Context: an optimization exercise on an open-source flow, tuned for small area, a short achievable clock period and few clock cycles. The choices shown serve that exercise and are no tape-out recipe. The RTL was checked by simulation tests, not by an equivalence proof against the original design. Power figures rest on the tool's default switching activity, not on a simulated workload.

Design crossbar, start of the top module:
module crossbar (
	input clk,                                        
	input reset,                                      
	input  master_0_req,				  
	output master_0_ack,                              
	input  master_0_cmd,				  
	output master_0_resp,                             
	input  [31:0] master_0_addr,                      
	input  [31:0] master_0_wdata,                     
	output [31:0] master_0_rdata,                     
	input  master_1_req,				
	output master_1_ack,
	input  master_1_cmd,				
	output master_1_resp,
	input  [31:0] master_1_addr,
	input  [31:0] master_1_wdata,
	output [31:0] master_1_rdata,
	input  master_2_req,
	output master_2_ack,
	input  master_2_cmd,
	output master_2_resp,
	input  [31:0] master_2_addr,
	input  [31:0] master_2_wdata,
	output [31:0] master_2_rdata,
	input  master_3_req,
	output master_3_ack,
	input  master_3_cmd,
	output master_3_resp,
	input  [31:0] master_3_addr,
	input  [31:0] master_3_wdata,
	output [31:0] master_3_rdata,
	output slave_0_req,
	input  slave_0_ack,
	output slave_0_cmd,
	input  slave_0_resp,
	input  [31:0] slave_0_rdata,
	output [31:0] slave_0_wdata,
	output [31:0] slave_0_addr,
	output slave_1_req,
	input  slave_1_ack,
	output slave_1_cmd,
	input  slave_1_resp,
	input  [31:0] slave_1_rdata,
	output [31:0] slave_1_wdata,
	output [31:0] slave_1_addr,
	output slave_2_req,
	input  slave_2_ack,
	output slave_2_cmd,
	input  slave_2_resp,
	input  [31:0] slave_2_rdata,
	output [31:0] slave_2_wdata,
	output [31:0] slave_2_addr,
	output slave_3_req,
  ...
For scale: roughly 12 flip-flops, ~800 I/O pins.
export LEC_CHECK = 0
export CAP_MARGIN = 20
export CELL_PAD_IN_SITES_DETAIL_PLACEMENT = 0
export CORE_AREA = 5 5 295 295
export CTS_BUF_LIST = sky130_fd_sc_hd__clkbuf_4 sky130_fd_sc_hd__clkbuf_8
export DIE_AREA = 0 0 300 300
export PLACE_DENSITY = 0.35
export SETUP_SLACK_MARGIN = 1.5
export SLEW_MARGIN = 20
export SYNTH_HIERARCHICAL = 1
export SYNTH_MINIMUM_KEEP_SIZE = 0
create_clock -name core_clock -period 6.0 [get_ports {clk}]
standard.sh (not shown) runs the stock make flow with config.mk's settings and CLKGATE_MAP_FILE= SYNTH_SCRIPT=/design/flow/synth_recipe.tcl, a recipe that flattens the netlist after the stock synthesis.
==> flow/flow/run.sh <==
#!/bin/bash
# Standard ORFS layout; the only change is the cell used for the port
# buffers (a plain buffer instead of the delay cell buffer_ports picks).
set -euo pipefail
BUF=${PORT_BUF:-sky130_fd_sc_hd__buf_1}
bash standard.sh "BUFFER_PORTS_ARGS=-buffer_cell $BUF" finish > flow_make.log 2>&1
Testbench counts at the start, summed over its fixed seeds: cycles 3,369.
Then changed:
--- a/flow/config.mk
+++ b/flow/config.mk
@@ -7,4 +7,4 @@
 export LEC_CHECK = 0
-export CAP_MARGIN = 20
-export CELL_PAD_IN_SITES_DETAIL_PLACEMENT = 0
+export CAP_MARGIN = 0
+export CELL_PAD_IN_SITES_DETAIL_PLACEMENT = 1
 export CORE_AREA = 5 5 295 295
@@ -14,3 +14,3 @@
 export SETUP_SLACK_MARGIN = 1.5
-export SLEW_MARGIN = 20
+export SLEW_MARGIN = 0
 export SYNTH_HIERARCHICAL = 1
Effect:
- The new run completed with no timing, DRC or antenna violations
- non-clock buffer count is unchanged
- clock power came out higher by 3.0%
- final cell count stays flat
- global-route usage went up by 0.73 points
- synthesized area stays the same
- setup slack is better by 0.0087 ns
- worst hold slack gets better by 0.0082 ns
- count of clock-buffer cells in the layout does not change
Then changed:
--- a/flow/config.mk
+++ b/flow/config.mk
@@ -7,6 +7,5 @@
 export LEC_CHECK = 0
-export CAP_MARGIN = 0
+export CAP_MARGIN = 20
 export CELL_PAD_IN_SITES_DETAIL_PLACEMENT = 1
 export CORE_AREA = 5 5 295 295
-export CTS_BUF_LIST = sky130_fd_sc_hd__clkbuf_4 sky130_fd_sc_hd__clkbuf_8
 export DIE_AREA = 0 0 300 300
@@ -14,3 +13,3 @@
 export SETUP_SLACK_MARGIN = 1.5
-export SLEW_MARGIN = 0
+export SLEW_MARGIN = 20
 export SYNTH_HIERARCHICAL = 1
Outcome:
- critical path depth is unchanged
- via count grows by about 0.45%
- global-route usage is about the same
- setup slack hardly moves
- final cell count hardly moves
- sequential power hardly moves
- area after synthesis stays the same
- sequential cell count does not change
Then changed:
--- a/flow/config.mk
+++ b/flow/config.mk
@@ -10,5 +10,6 @@
 export CORE_AREA = 5 5 295 295
+export CTS_BUF_LIST = sky130_fd_sc_hd__clkbuf_4 sky130_fd_sc_hd__clkbuf_8
 export DIE_AREA = 0 0 300 300
 export PLACE_DENSITY = 0.35
-export SETUP_SLACK_MARGIN = 1.5
+export SETUP_SLACK_MARGIN = 1.4
 export SLEW_MARGIN = 20
After rerunning: Register-to-register slack degrades by 0.64 ns. Synthesized cell count does not change. Clock power falls by 23%. Fmax falls by 2.8%. Global-route usage falls by 0.76 points. Total power falls by 2.0%.

---

crossbar again, from the RTL that the note above started with.
export LEC_CHECK = 0
export CAP_MARGIN = 20
export CELL_PAD_IN_SITES_DETAIL_PLACEMENT = 1
export CORE_AREA = 5 5 295 295
export CTS_BUF_LIST = sky130_fd_sc_hd__clkbuf_4 sky130_fd_sc_hd__clkbuf_8
export DIE_AREA = 0 0 300 300
export PLACE_DENSITY = 0.35
export SETUP_SLACK_MARGIN = 1.5
export SLEW_MARGIN = 20
export SYNTH_HIERARCHICAL = 1
export SYNTH_MINIMUM_KEEP_SIZE = 0
export TNS_END_PERCENT = 30
create_clock -name core_clock -period 6.0 [get_ports {clk}]
Scripts as last shown in full above: flow/flow/run.sh
The first run completed without violations.
Testbench counts at the start, summed over its fixed seeds: cycles 3,369.
Then changed:
Settings changed: GPL_TIMING_DRIVEN from default to 0, TNS_END_PERCENT 30 to default.
Wire length drops by a few percent.
Cell area climbs by a few percent.
Cell count is about the same.
Clock skew stays flat.
Sequential power drops slightly.
Non-clock buffer count drops by 1.
Register-to-register slack is better by 110 ps.
Worst setup slack is better by 31 ps.
Count of clock-buffer cells in the layout climbs by 1.
Then changed:
Settings changed: GPL_TIMING_DRIVEN 0 to default, TNS_END_PERCENT from default to 3.
Result: Synthesized area does not change. Sequential power climbs slightly. Cell area decreases slightly.
Then changed:
Settings changed: PLACE_DENSITY 0.35 to 0.25, TNS_END_PERCENT 3 to default.
=>
- final area increases by a few percent
- sequential power stays flat
- setup slack barely changes
- via count increases by a few percent
- synthesized cell count stays the same
- count of clock-buffer cells in the layout increases by 1
- global-route usage increases by 3.4 points
- die area is unchanged
- final cell count is higher slightly
- sequential share of layout area stays flat

---

v6:
Starting RTL as in the previous note.
==> flow/config.mk <==
export PLATFORM = sky130hd
export DESIGN_NAME = crossbar
export DESIGN_NICKNAME = crossbar
export VERILOG_FILES = /design/flow/design.v
export SDC_FILE = /design/flow/constraint.sdc
export NUM_CORES = 4
export LEC_CHECK = 0
export CAP_MARGIN = 20
export CELL_PAD_IN_SITES_DETAIL_PLACEMENT = 1
export CORE_AREA = 5 5 295 295
export CTS_BUF_LIST = sky130_fd_sc_hd__clkbuf_4 sky130_fd_sc_hd__clkbuf_8
export DIE_AREA = 0 0 300 300
export PLACE_DENSITY = 0.5
export SETUP_SLACK_MARGIN = 1.5
export SLEW_MARGIN = 20
export SYNTH_HIERARCHICAL = 1
export SYNTH_MINIMUM_KEEP_SIZE = 0
==> flow/constraint.sdc <==
create_clock -name core_clock -period 6.0 [get_ports {clk}]
set_input_delay 1.2000 -clock core_clock [delete_from_list [all_inputs] [get_ports {clk}]]
set_output_delay 1.2000 -clock core_clock [all_outputs]
set_load 0.01 [all_outputs]
Scripts as last shown in full above: flow/flow/run.sh
v6 ended with every stage complete and zero timing, DRC or antenna violations.
Testbench counts of v6, summed over its fixed seeds: cycles 3,369.
The following lists how v7 was set up differently from v6:
- TNS_END_PERCENT: unset -> 10
- PLACE_DENSITY: 0.5 -> 0.35
==> notes.md <==
v7 vs v6: power down by a little under 10%
First-pass GRT wire length: v7 vs v6 down 7.3%
In the reports for v7 and v6, the larger fraction of standard cell area in multi-input logic belongs to v7.
Total setup buffers inserted after CTS ends up lower on v7.
When the final numbers for v7 and v6 were put side by side, the post-cts gate resize count turned out to be smaller in v7.
[v7 vs v6] number of buffer and inverter instances along the worst setup path: lower in v7

---

v14:
crossbar, a different RTL version from the one above (not shown whole).
Size: roughly 1600 cells after synthesis, ~0.010 mm² of cells after synthesis.
==> flow/config.mk <==
export PLATFORM = sky130hd
export DESIGN_NAME = crossbar
export DESIGN_NICKNAME = crossbar
export VERILOG_FILES = /design/flow/design.v
export SDC_FILE = /design/flow/constraint.sdc
export NUM_CORES = 4
export LEC_CHECK = 0
export CAP_MARGIN = 20
export CORE_AREA = 5 5 295 295
export DIE_AREA = 0 0 300 300
export SETUP_SLACK_MARGIN = 3.0
export SLEW_MARGIN = 20
==> flow/constraint.sdc <==
create_clock -name core_clock -period 6.0 [get_ports {clk}]
set_input_delay 1.2000 -clock core_clock [delete_from_list [all_inputs] [get_ports {clk}]]
set_output_delay 1.2000 -clock core_clock [all_outputs]
set_load 0.01 [all_outputs]
run.sh (not shown) runs the stock make flow with config.mk's settings and CLKGATE_MAP_FILE= SYNTH_SCRIPT=/design/flow/synth_recipe.tcl, a recipe that flattens the netlist after the stock synthesis.
Stock flow here: none of the scripts above is used.
Testbench counts of v14, summed over its fixed seeds: cycles 3,369.
Modified inputs, v35 compared to v14
# v14
export LEC_CHECK = 0
export CAP_MARGIN = 20
export CORE_AREA = 5 5 295 295
export DIE_AREA = 0 0 300 300
export SETUP_SLACK_MARGIN = 3.0
export SLEW_MARGIN = 20
create_clock -name core_clock -period 6.0 [get_ports {clk}]
# v35
export LEC_CHECK = 0
export CAP_MARGIN = 20
export CORE_AREA = 5 5 295 295
export DIE_AREA = 0 0 300 300
export SLEW_MARGIN = 20
create_clock -name core_clock -period 6.0 [get_ports {clk}]
### Flow results
Taking v14 as the reference point, the fraction of area in multi-input gates of v35 rises by 6.6 points.
Diff v14 and v35: non-filler instance count after layout higher in v14
Relative to v14, the share of final layout cell area taken by clock buffers and inverters of v35 is higher by 0.23 points.
v35 vs. v14: power in sequential cells now sits at about the same level; total setup buffers inserted after CTS now sits lower.

## re-timing with driven ports
No port has a modelled driver above. Below, the same layouts with a new extraction and two added sets of constraints. Step 1, drivers: a clkbuf_16 drives clk and a buf_2 each remaining input, both assumed. Step 2 also shifts input and output timing later by t, the mid clock arrival at the registers, as if the neighbouring blocks saw the same clock. Three values: ideal, step 1, step 2; two values: the first two.
| run | shift t [ns] | slack for setup (ns) | worst data-port slew with drivers (ns) | cell pins on the clock port's net |
|---|---|---|---|---|
| the first run of note 1 | 0.260 | 1.543 / 1.460 / 1.460 | 0.17 | 1 |
| the second run of note 1 | 0.267 | 1.552 / 1.451 / 1.451 | 0.16 | 1 |
| the third run of note 1 | 0.273 | 1.549 / 1.457 / 1.457 | 0.16 | 1 |
| the fourth run of note 1 | 0.277 | 1.420 / 1.352 / 1.352 | 0.19 | 1 |
| the first run of note 2 | 0.265 | 1.539 / 1.482 / 1.482 | 0.17 | 1 |
| the second run of note 2 | 0.278 | 1.570 / 1.471 / 1.471 | 0.18 | 1 |
| the third run of note 2 | 0.265 | 1.503 / 1.418 / 1.418 | 0.16 | 1 |
| the fourth run of note 2 | 0.281 | 1.501 / 1.437 / 1.437 | 0.17 | 1 |
| v6 | 0.281 | 1.506 / 1.361 / 1.361 | 0.21 | 1 |
| v7 | 0.265 | 1.504 / 1.434 / 1.434 | 0.16 | 1 |
| v14 | 0.323 | 1.705 / 1.616 / 1.616 | 0.31 | 1 |
| v35 | 0.314 | 0.585 / 0.553 / 0.553 | 0.20 | 1 |
After both steps setup and hold are still met in every run listed. For v6, which loses most, drivers alone change the setup slack by -0.145 ns; drivers and shift together by -0.145 ns.
